From an optimization exercise on the open Yosys and OpenROAD flow, aimed at small area; shortcuts taken in it are not production practice. The RTL of this run was laid out without a check of its function. No activity file was given, so power comes from the tool's default toggle rates.

--- flow/run.sh ---
#!/bin/bash
# synth_recipe.tcl (not shown) runs the flow's synth.tcl, then flattens the netlist and writes it again
# the make line also repeats each setting of config.mk as NAME=value (left out here)
make -C /OpenROAD-flow-scripts/flow DESIGN_CONFIG=/design/flow/config.mk WORK_HOME=/design/flow/orfs CLKGATE_MAP_FILE= SYNTH_SCRIPT=/design/flow/synth_recipe.tcl finish
--- flow/config.mk ---
export PLATFORM = sky130hd
export DESIGN_NAME = impl_top
export DESIGN_NICKNAME = impl_top
export VERILOG_FILES = /design/flow/design.v
export SDC_FILE = /design/flow/constraint.sdc
export NUM_CORES = 4
export LEC_CHECK = 0
export CAP_MARGIN = 20
export CORE_MARGIN = 2
export CORE_UTILIZATION = 40
export SLEW_MARGIN = 20
--- flow/constraint.sdc ---
create_clock -name core_clock -period 10.0 [get_ports {clk}]
set_input_delay 2.0000 -clock core_clock [delete_from_list [all_inputs] [get_ports {clk}]]
set_output_delay 2.0000 -clock core_clock [all_outputs]
set_load 0.01 [all_outputs]
--- flow/design.v ---
module uart_rx(
input  wire       clk          ,  
input  wire       resetn       ,  
input  wire       uart_rxd     ,  
input  wire       uart_rx_en   ,  
output wire       uart_rx_break,  
output wire       uart_rx_valid,  
output wire       uart_rx_fe,		 
output reg			uart_rx_pe,		 
output reg  [PAYLOAD_BITS-1:0] uart_rx_data  
);
parameter   BIT_RATE        = 100_000;  
localparam  BIT_P           = 1_000_000_000 * 1/BIT_RATE;  
parameter   CLK_HZ          =    50_000_000;
localparam  CLK_P           = 1_000_000_000 * 1/CLK_HZ;  
localparam INVERTED  = 0;
localparam DATA_BITS = 8;
localparam PARITY_BIT = 1;
localparam STOP_BITS  = 2;
parameter PAYLOAD_BITS = DATA_BITS+PARITY_BIT+STOP_BITS;
localparam       CYCLES_PER_BIT     = BIT_P / CLK_P;
localparam       COUNT_REG_LEN      = 1+$clog2(CYCLES_PER_BIT);
reg rxd_reg;
reg rxd_reg_0;
wire uart_rxd_inv;
assign uart_rxd_inv = (INVERTED) ? ~uart_rxd : uart_rxd;
reg [PAYLOAD_BITS-1:0] recieved_data;
reg [COUNT_REG_LEN-1:0] cycle_counter;
reg [3:0] bit_counter;
reg bit_sample;
reg [2:0] fsm_state;
reg [2:0] n_fsm_state;
localparam FSM_IDLE = 0;
localparam FSM_START= 1;
localparam FSM_RECV = 2;
localparam FSM_STOP = 3;
assign uart_rx_break = uart_rx_valid && ~|recieved_data;
assign uart_rx_valid = fsm_state == FSM_STOP && n_fsm_state == FSM_IDLE;
always @(posedge clk) begin
    if(!resetn) begin
        uart_rx_data  <= {PAYLOAD_BITS{1'b0}};
    end else if (fsm_state == FSM_STOP) begin
        uart_rx_data  <= recieved_data;
    end
end
wire next_bit     = cycle_counter == CYCLES_PER_BIT ||
                        fsm_state       == FSM_STOP && 
                        cycle_counter   == CYCLES_PER_BIT/2;
wire payload_done = bit_counter   == PAYLOAD_BITS  ;
always @(*) begin : p_n_fsm_state
    case(fsm_state)
        FSM_IDLE : n_fsm_state = rxd_reg      ? FSM_IDLE : FSM_START;
        FSM_START: n_fsm_state = next_bit     ? FSM_RECV : FSM_START;
        FSM_RECV : n_fsm_state = payload_done ? FSM_STOP : FSM_RECV ;
        FSM_STOP : n_fsm_state = next_bit     ? FSM_IDLE : FSM_STOP ;
        default  : n_fsm_state = FSM_IDLE;
    endcase
end
integer i;
always @(posedge clk) begin : p_recieved_data
    if(!resetn) begin
        recieved_data <= {PAYLOAD_BITS{1'b0}};
    end else if(fsm_state == FSM_IDLE             ) begin
        recieved_data <= {PAYLOAD_BITS{1'b0}};
    end else if(fsm_state == FSM_RECV && next_bit ) begin
        recieved_data[PAYLOAD_BITS-1] <= bit_sample;
        for ( i = PAYLOAD_BITS-2; i >= 0; i = i - 1) begin
            recieved_data[i] <= recieved_data[i+1];
        end
    end
end
always @(posedge clk) begin : p_bit_counter
    if(!resetn) begin
        bit_counter <= 4'b0;
    end else if(fsm_state != FSM_RECV) begin
        bit_counter <= {COUNT_REG_LEN{1'b0}};
    end else if(fsm_state == FSM_RECV && next_bit) begin
        bit_counter <= bit_counter + 1'b1;
    end
end
always @(posedge clk) begin : p_bit_sample
    if(!resetn) begin
        bit_sample <= 1'b0;
    end else if (cycle_counter == CYCLES_PER_BIT/2) begin
        bit_sample <= rxd_reg;
    end
end
always @(posedge clk) begin : p_cycle_counter
    if(!resetn) begin
        cycle_counter <= {COUNT_REG_LEN{1'b0}};
    end else if(next_bit) begin
        cycle_counter <= {COUNT_REG_LEN{1'b0}};
    end else if(fsm_state == FSM_START || 
                fsm_state == FSM_RECV  || 
                fsm_state == FSM_STOP   ) begin
        cycle_counter <= cycle_counter + 1'b1;
    end
end
always @(posedge clk) begin : p_fsm_state
    if(!resetn) begin
        fsm_state <= FSM_IDLE;
    end else begin
        fsm_state <= n_fsm_state;
    end
end
always @(posedge clk) begin : p_rxd_reg
    if(!resetn) begin
        rxd_reg     <= 1'b1;
        rxd_reg_0   <= 1'b1;
    end else if(uart_rx_en) begin
        rxd_reg     <= rxd_reg_0;
        rxd_reg_0   <= uart_rxd_inv;
    end
end
wire parity;
assign parity = ^(uart_rx_data[PAYLOAD_BITS-STOP_BITS-PARITY_BIT-1:0]);
always @(uart_rx_data) begin
    if (parity == uart_rx_data[PAYLOAD_BITS-STOP_BITS-1])
        uart_rx_pe <= 1'b0;  
    else 
        uart_rx_pe <= PARITY_BIT ? 1'b1 : 1'b0;  
end
assign uart_rx_fe = STOP_BITS-1 ? ~&uart_rx_data[PAYLOAD_BITS-1:PAYLOAD_BITS-2] : ~uart_rx_data[PAYLOAD_BITS-1];
endmodule
module uart_tx(
input  wire         clk         ,  
input  wire         resetn      ,  
output wire         uart_txd    ,  
output wire         uart_tx_busy,  
input  wire         uart_tx_en  ,  
input  wire [PAYLOAD_BITS-1:0]   uart_tx_data   
);
parameter   BIT_RATE        = 100_000;  
localparam  BIT_P           = 1_000_000_000 * 1/BIT_RATE;  
parameter   CLK_HZ          =    50_000_000;
localparam  CLK_P           = 1_000_000_000 * 1/CLK_HZ;  
parameter   PAYLOAD_BITS    = 0;  
parameter   STOP_BITS       = 0;  
localparam       CYCLES_PER_BIT     = BIT_P / CLK_P;
localparam       COUNT_REG_LEN      = 1+$clog2(CYCLES_PER_BIT);
reg txd_reg;
reg [PAYLOAD_BITS-1:0] data_to_send;
reg [COUNT_REG_LEN-1:0] cycle_counter;
reg [3:0] bit_counter;
reg [2:0] fsm_state;
reg [2:0] n_fsm_state;
localparam FSM_IDLE = 0;
localparam FSM_START= 1;
localparam FSM_SEND = 2;
localparam FSM_STOP = 3;
assign uart_tx_busy = fsm_state != FSM_IDLE;
assign uart_txd     = txd_reg;
wire next_bit     = cycle_counter == CYCLES_PER_BIT;
wire payload_done = bit_counter   == PAYLOAD_BITS  ;
wire stop_done    = bit_counter   == STOP_BITS && fsm_state == FSM_STOP;
always @(*) begin : p_n_fsm_state
    case(fsm_state)
        FSM_IDLE : n_fsm_state = uart_tx_en   ? FSM_START: FSM_IDLE ;
        FSM_START: n_fsm_state = next_bit     ? FSM_SEND : FSM_START;
        FSM_SEND : n_fsm_state = payload_done ? FSM_STOP : FSM_SEND ;
        FSM_STOP : n_fsm_state = stop_done    ? FSM_IDLE : FSM_STOP ;
        default  : n_fsm_state = FSM_IDLE;
    endcase
end
integer i;
always @(posedge clk) begin : p_data_to_send
    if(!resetn) begin
        data_to_send <= {PAYLOAD_BITS{1'b0}};
    end else if(fsm_state == FSM_IDLE && uart_tx_en) begin
        data_to_send <= uart_tx_data;
    end else if(fsm_state       == FSM_SEND       && next_bit ) begin
        for ( i = PAYLOAD_BITS-2; i >= 0; i = i - 1) begin
            data_to_send[i] <= data_to_send[i+1];
        end
    end
end
always @(posedge clk) begin : p_bit_counter
    if(!resetn) begin
        bit_counter <= 4'b0;
    end else if(fsm_state != FSM_SEND && fsm_state != FSM_STOP) begin
        bit_counter <= {COUNT_REG_LEN{1'b0}};
    end else if(fsm_state == FSM_SEND && n_fsm_state == FSM_STOP) begin
        bit_counter <= {COUNT_REG_LEN{1'b0}};
    end else if(fsm_state == FSM_STOP&& next_bit) begin
        bit_counter <= bit_counter + 1'b1;
    end else if(fsm_state == FSM_SEND && next_bit) begin
        bit_counter <= bit_counter + 1'b1;
    end
end
always @(posedge clk) begin : p_cycle_counter
    if(!resetn) begin
        cycle_counter <= {COUNT_REG_LEN{1'b0}};
    end else if(next_bit) begin
        cycle_counter <= {COUNT_REG_LEN{1'b0}};
    end else if(fsm_state == FSM_START || 
                fsm_state == FSM_SEND  || 
                fsm_state == FSM_STOP   ) begin
        cycle_counter <= cycle_counter + 1'b1;
    end
end
always @(posedge clk) begin : p_fsm_state
    if(!resetn) begin
        fsm_state <= FSM_IDLE;
    end else begin
        fsm_state <= n_fsm_state;
    end
end
always @(posedge clk) begin : p_txd_reg
    if(!resetn) begin
        txd_reg <= 1'b1;
    end else if(fsm_state == FSM_IDLE) begin
        txd_reg <= 1'b1;
    end else if(fsm_state == FSM_START) begin
        txd_reg <= 1'b0;
    end else if(fsm_state == FSM_SEND) begin
        txd_reg <= data_to_send[0];
    end else if(fsm_state == FSM_STOP) begin
        txd_reg <= 1'b1;
    end
end
endmodule
module monitor_rx (
input  wire       clk        ,  
input  wire       sw_0       ,  
input  wire [PAYLOAD_BITS-1:0] uart_rx_data, 
input  wire       uart_rx_break,  
input  wire       uart_rx_valid,  
input  wire       uart_tx_busy,	 
output wire [7:0] led				 
);
parameter   PAYLOAD_BITS    = 0;
parameter   STOP_BITS       = 0;
reg  [PAYLOAD_BITS-1:0]  led_reg;
assign      led = led_reg;
always @(posedge clk) begin
    if(!sw_0) begin
        led_reg <= 8'hF0;
    end else if(uart_rx_valid) begin
        led_reg <= uart_rx_data[PAYLOAD_BITS-1:0];
    end
end
endmodule
module sbus_puzzle (
   input wire clk,						 
   input wire resetn,					 
   input wire uart_rx_valid,			 
   input wire uart_rx_fe,				 
   input wire uart_rx_pe,				 
   input wire [7:0] uart_rx_data,	 
	output reg [SHIFT_REG_LEN-1:0] sbus_frame,  
   output reg sbus_frame_valid		 
);
   localparam SHIFT_REG_LEN = 200;
   reg [SHIFT_REG_LEN-1:0] sbus_reg;
   always @(posedge clk or negedge resetn) begin
      if (!resetn) begin
         sbus_reg <= {SHIFT_REG_LEN{1'b1}};
      end else if (uart_rx_valid) begin
         sbus_reg <= {uart_rx_data, sbus_reg[SHIFT_REG_LEN-1:8]};
		end
	end
   always @(posedge clk or negedge resetn) begin
      if (!resetn) begin
         sbus_frame <= {SHIFT_REG_LEN{1'b1}};
         sbus_frame_valid <= 1'b1;  
      end else if
			((sbus_reg[7:0]==8'b11110000) 
			&& (sbus_reg[SHIFT_REG_LEN-1:SHIFT_REG_LEN-8]==8'b0))
		begin
				sbus_frame <= sbus_reg;
            sbus_frame_valid <= 1'b0;
		end else begin
            sbus_frame_valid <= 1'b1;
		end
   end
endmodule
module impl_top (
input               clk     ,  
input               sw_0    ,  
input   wire        uart_rxd,  
output  wire        uart_txd,  
output  wire [7:0]  led,		 
output  wire uart_rx_break,	 
output  wire uart_rx_valid,	 
output  wire uart_tx_busy,		 
output  wire uart_rx_fe,		 
output  wire uart_rx_pe,		 
output  wire [PAYLOAD_BITS-1:0] uart_rx_data,  
output  wire [SHIFT_REG_LEN-1:0] sbus_frame,  
output  wire sbus_frame_valid	 
);
parameter CLK_HZ = 50000000;
parameter BIT_RATE =   100000;
parameter PAYLOAD_BITS = 11;  
parameter SHIFT_REG_LEN = 200;  
parameter STOP_BITS = 0; 		 
wire [PAYLOAD_BITS-1:0]  uart_tx_data;
wire        uart_tx_en;
assign uart_tx_data = uart_rx_data;
assign uart_tx_en   = uart_rx_valid;
uart_rx #(
.BIT_RATE(BIT_RATE),
.PAYLOAD_BITS(PAYLOAD_BITS),
.CLK_HZ  (CLK_HZ  )
) i_uart_rx(
.clk          (clk          ),  
.resetn       (sw_0         ),  
.uart_rxd     (uart_rxd     ),  
.uart_rx_en   (1'b1         ),  
.uart_rx_break(uart_rx_break),  
.uart_rx_valid(uart_rx_valid),  
.uart_rx_fe(uart_rx_fe),		 
.uart_rx_pe(uart_rx_pe),		 
.uart_rx_data (uart_rx_data )   
);
uart_tx #(
.BIT_RATE(BIT_RATE),
.PAYLOAD_BITS(PAYLOAD_BITS),
.CLK_HZ  (CLK_HZ  )
) i_uart_tx(
.clk          (clk          ),
.resetn       (sw_0         ),
.uart_txd     (uart_txd     ),
.uart_tx_en   (uart_tx_en   ),
.uart_tx_busy (uart_tx_busy ),
.uart_tx_data (uart_tx_data ) 
);
monitor_rx #(
.PAYLOAD_BITS(PAYLOAD_BITS),
.STOP_BITS(STOP_BITS)
) i_monitor_rx(
.clk			(clk          ),  
.sw_0			(sw_0         ),  
.uart_rx_break(uart_rx_break),  
.uart_rx_valid(uart_rx_valid),  
.uart_rx_data (uart_rx_data ),  
.uart_tx_busy (uart_tx_busy),  
.led (led)							 
);
sbus_puzzle i_sbus_puzzle(
.clk				(clk          ),  
.resetn			(sw_0         ),  
.uart_rx_valid(uart_rx_valid),  
.uart_rx_fe(uart_rx_fe),		 
.uart_rx_pe(uart_rx_pe),		 
.uart_rx_data(uart_rx_data),	 
.sbus_frame(sbus_frame),				 
.sbus_frame_valid(sbus_frame_valid)	 
);
endmodule
==> run notes <==
==> critical path, cell delays in order (launching register included) <==
cell             delay, ns
dfxtp_1               0.37
inv_1                 0.10
ha_1                  0.24
nand4b_4              0.15
a211o_4               0.56
buf_4                 0.76
inv_6                 0.35
clkdlybuf4s50_1       0.60
==> where the power goes <==
group	total [uW]	internal [uW]	switching (uW)	leakage [uW]
Sequential	1940	1940	1.31	0.00475
Combinational	41.4	5.53	35.9	0.00425
Clock	1860	1100	758	0.000829
Total	3840	3050	795	0.00983
==> layout make-up <==
cell class | count | area, um^2
Inverter | 15 | 61.3
Tap cell | 607 | 759
Fill cell | 4183 | 23400
Sequential cell | 478 | 12100
Clock inverter | 18 | 153
Multi-Input combinational cell | 1071 | 6200
Clock buffer | 75 | 1520
Timing Repair Buffer | 237 | 2400
==> final timing paths <==
check | startpoint | endpoint | slack (ns) | cells past startpoint
worst max-delay path | i_uart_rx.cycle_counter[0] | uart_rx_valid | 4.21 | 7
worst min-delay path | i_uart_rx.rxd_reg_0 | i_uart_rx.rxd_reg | 0.45 | 1
worst max register to register | i_uart_rx.cycle_counter[0] | i_monitor_rx.led_reg[5] | 6.22 | 9
worst min register to register | i_uart_rx.rxd_reg_0 | i_uart_rx.rxd_reg | 0.45 | 1
max in group asynchronous | sw_0 | i_sbus_puzzle.sbus_frame[19] | 6.63 | 3
min in group asynchronous | sw_0 | i_sbus_puzzle.sbus_frame[24] | 1.82 | 1
==> cell usage in the layout, fill, tap and decap left out, types with 4 or more instances in the layout <==
| cell | count |
|---|---|
| a21boi_0 | 11 |
| a21boi_1 | 5 |
| a21oi_1 | 17 |
| and2_1 | 13 |
| buf_4 | 5 |
| clkbuf_1 | 11 |
| clkbuf_16 | 53 |
| clkbuf_8 | 11 |
| clkdlybuf4s50_1 | 227 |
| clkinv_2 | 12 |
| dfstp_2 | 401 |
| dfxtp_1 | 77 |
| ha_1 | 8 |
| inv_1 | 14 |
| mux2_2 | 184 |
| mux2i_1 | 23 |
| nand2_1 | 645 |
| nand2b_1 | 9 |
| nand3_1 | 11 |
| nand4_1 | 7 |
| nor2_1 | 43 |
| nor2b_1 | 4 |
| nor3_1 | 5 |
| nor4_1 | 5 |
| o21ai_0 | 17 |
| xnor2_1 | 19 |
| xor2_1 | 9 |
==> per-layer routing <==
layer	share of wire	global-route usage	wire length (um)	vias to the layer above
met5	0	0	0	-
met4	0.019	0.0431	768	0
met3	0.043	0.0357	1760	55
met2	0.47	0.268	19400	213
met1	0.47	0.232	19100	5976
li1	-	-	-	5763
==> metrics by stage <==
step / instance area (um^2) / total power, uW
3_3_place_gp: 21500 / 2010
2_1_floorplan: 18900 / 1980
3_5_place_dp: 21500 / 2010
4_1_cts: 23200 / 3910
5_1_grt: 23200 / 3990
6_report: 23200 / 3840
==> cell families after synthesis <==
group,count (synthesis),share of synthesized area
xor gates and xnor gates,28,0.0130
buffers and inverters,98,0.0309
and+or+nand+nor,760,0.164
adders and majority gates,8,0.00531
muxes,208,0.123
DFF,478,0.641
AOI/OAI and AO/OA,67,0.0232
==> metrics.csv <==
stage,metric,value,unit
detailed_routing,totalWireLength,41000,um
timing,setup_viol,0,
setup_path,worstSetupStartpointType,register,
timing,tns,0,ns
timing,fin_skew,0.0187,ns
setup_path,endpoint_kind,primary output,
logic_synthesis,synthCells,1647,
logic_synthesis,netlist_top_cells_count,"645 x nand2_1, 401 x dfstp_2, 184 x mux2_2, 77 x dfxtp_1, 43 x nor2_1",
floorplanning,die_w,221,um
cells_and_area,final_util,0.498,
grt,grt_max_degree,167,
placement,post-place-ws,4.80,ns
floorplanning,die_area,0.0489,mm^2
detailed_routing,drtIter0Drc,752,
clock_network,cts_tree,yes,
timing,maxSlewViolCount,0,
cells_and_area,area_growth,22.9,%
timing,fin_crit_sh,0.579,
timing,fin_ws,4.21,ns
hold_path,min_path_type,reg2reg,
grt,antenna_found_initial,0,
power,power_density,166,mW/mm^2
clock_network,ctsResizeCount,0,
clock_network,cts-htree-levels,2,
logic_synthesis,synth_seq_cells,478,
logic_synthesis,synth_top_cell_area_share,0.559,
logic_synthesis,synth.net_count,1658,
clock_network,cts-root-buf,clkbuf_16,
detailed_routing,remaining_drc_errors,0,
setup_path,critPathKind,reg2out,
logic_synthesis,synth.avg_cell_area,11.4,um^2
logic_synthesis,yosysSeqAreaShare,0.641,
placement,dp_hpwl,25500,um
logic_synthesis,synthesis.area,0.0189,mm^2
floorplanning,die_height,221,um
timing,hold_viol,0,
logic_synthesis,synth_edf_count,0,
detailed_routing,vias,12000,
cells_and_area,drive_gt1_frac,0.363,
detailed_routing,detail-route-antenna-nets,0,
timing,tightest_slew,0.896,ns
clock_network,clk_pin_slew,0.06,ns
setup_path,required,8.00,ns
placement,gp_congestion,0.775,
clock_network,clock_latency,0.58,ns
detailed_routing,wl_per_cell,16.4,um
grt,first_global_vias,12200,
timing,max_slew_margin,0.402,
clock_network,clock-sinks,478,
timing,timing.fmax,0.173,GHz
placement,place.port_buffers,228,
grt,gr-total-overflow,0,
floorplanning,start_util,0.405,
floorplanning,fp.coreArea,0.0466,mm^2
timing,grt_setup_unrepaired,no,
floorplanning,rows,79,
logic_synthesis,synth.most_common_cell,nand2_1,
cells_and_area,diodes,0,
logic_synthesis,synthArstFlopShare,0.839,
logic_synthesis,ys_types,55,
clock_network,clockBufferDepth,3,
placement,dp_cells,2407,
grt,grt_pass1_wl,67400,um
power,power.leakage,0.00983,uW
floorplanning,ios,229,
detailed_routing,via_per_inst,4.80,
setup_path,critPathMaxFanout,74,
logic_synthesis,synth_top_cell_by_area,dfstp_2,
logic_synthesis,yosysWarnings,5,
logic_synthesis,synthTopCellsByArea,"dfstp_2 56%, nand2_1 13%, mux2_2 11%",
timing,min_period,5.79,ns
clock_network,cts_buffers,51,
timing,holdWs,0.451,ns
status,outcome,finished clean,
logic_synthesis,synth_flop_cell,dfstp_2,
flow_run,max_cap_viol_count,0,
setup_path,worstPathArrival,3.79,ns
grt,grt_use_total,0.168,
clock_network,postCtsSetupBuffers,0,
cells_and_area,nNetsFinal,1865,
cells_and_area,finalNonFillerCells,2501,
clock_network,cts_hold_buf,0,
detailed_routing,drt_pass1_iterations,5,
power,peakVddDrop,0.142,mV

afterwards: timing with drivers on the ports:
The flow's constraints put no driver on any port. The routed layout listed below was extracted and timed again, unchanged, in two steps. Step 1 (the two cells are an assumption about what drives the block):
set clk [get_ports {clk}]
set_driving_cell -lib_cell sky130_fd_sc_hd__clkbuf_16 $clk
set_driving_cell -lib_cell sky130_fd_sc_hd__buf_2 [delete_from_list [all_inputs] $clk]
Step 2 times the ports against the registers' clock, not the clock port: input delays grow and output delays shrink by t, the midpoint of the rising clock arrivals with the driver on. Slacks: ideal / step 1 / step 2; pairs: ideal / step 1.
t (ns): 0.629
setup WS [ns]: 4.207 / 4.152 / 4.781
worst setup path at the end: register to output
latest minus earliest clock arrival (ns): 0.022 / 0.022
cell pins on the clock port's net: 1
After both steps this run still meets setup and hold. For this run, drivers alone change the setup slack by -0.055 ns; drivers and shift together by +0.574 ns.
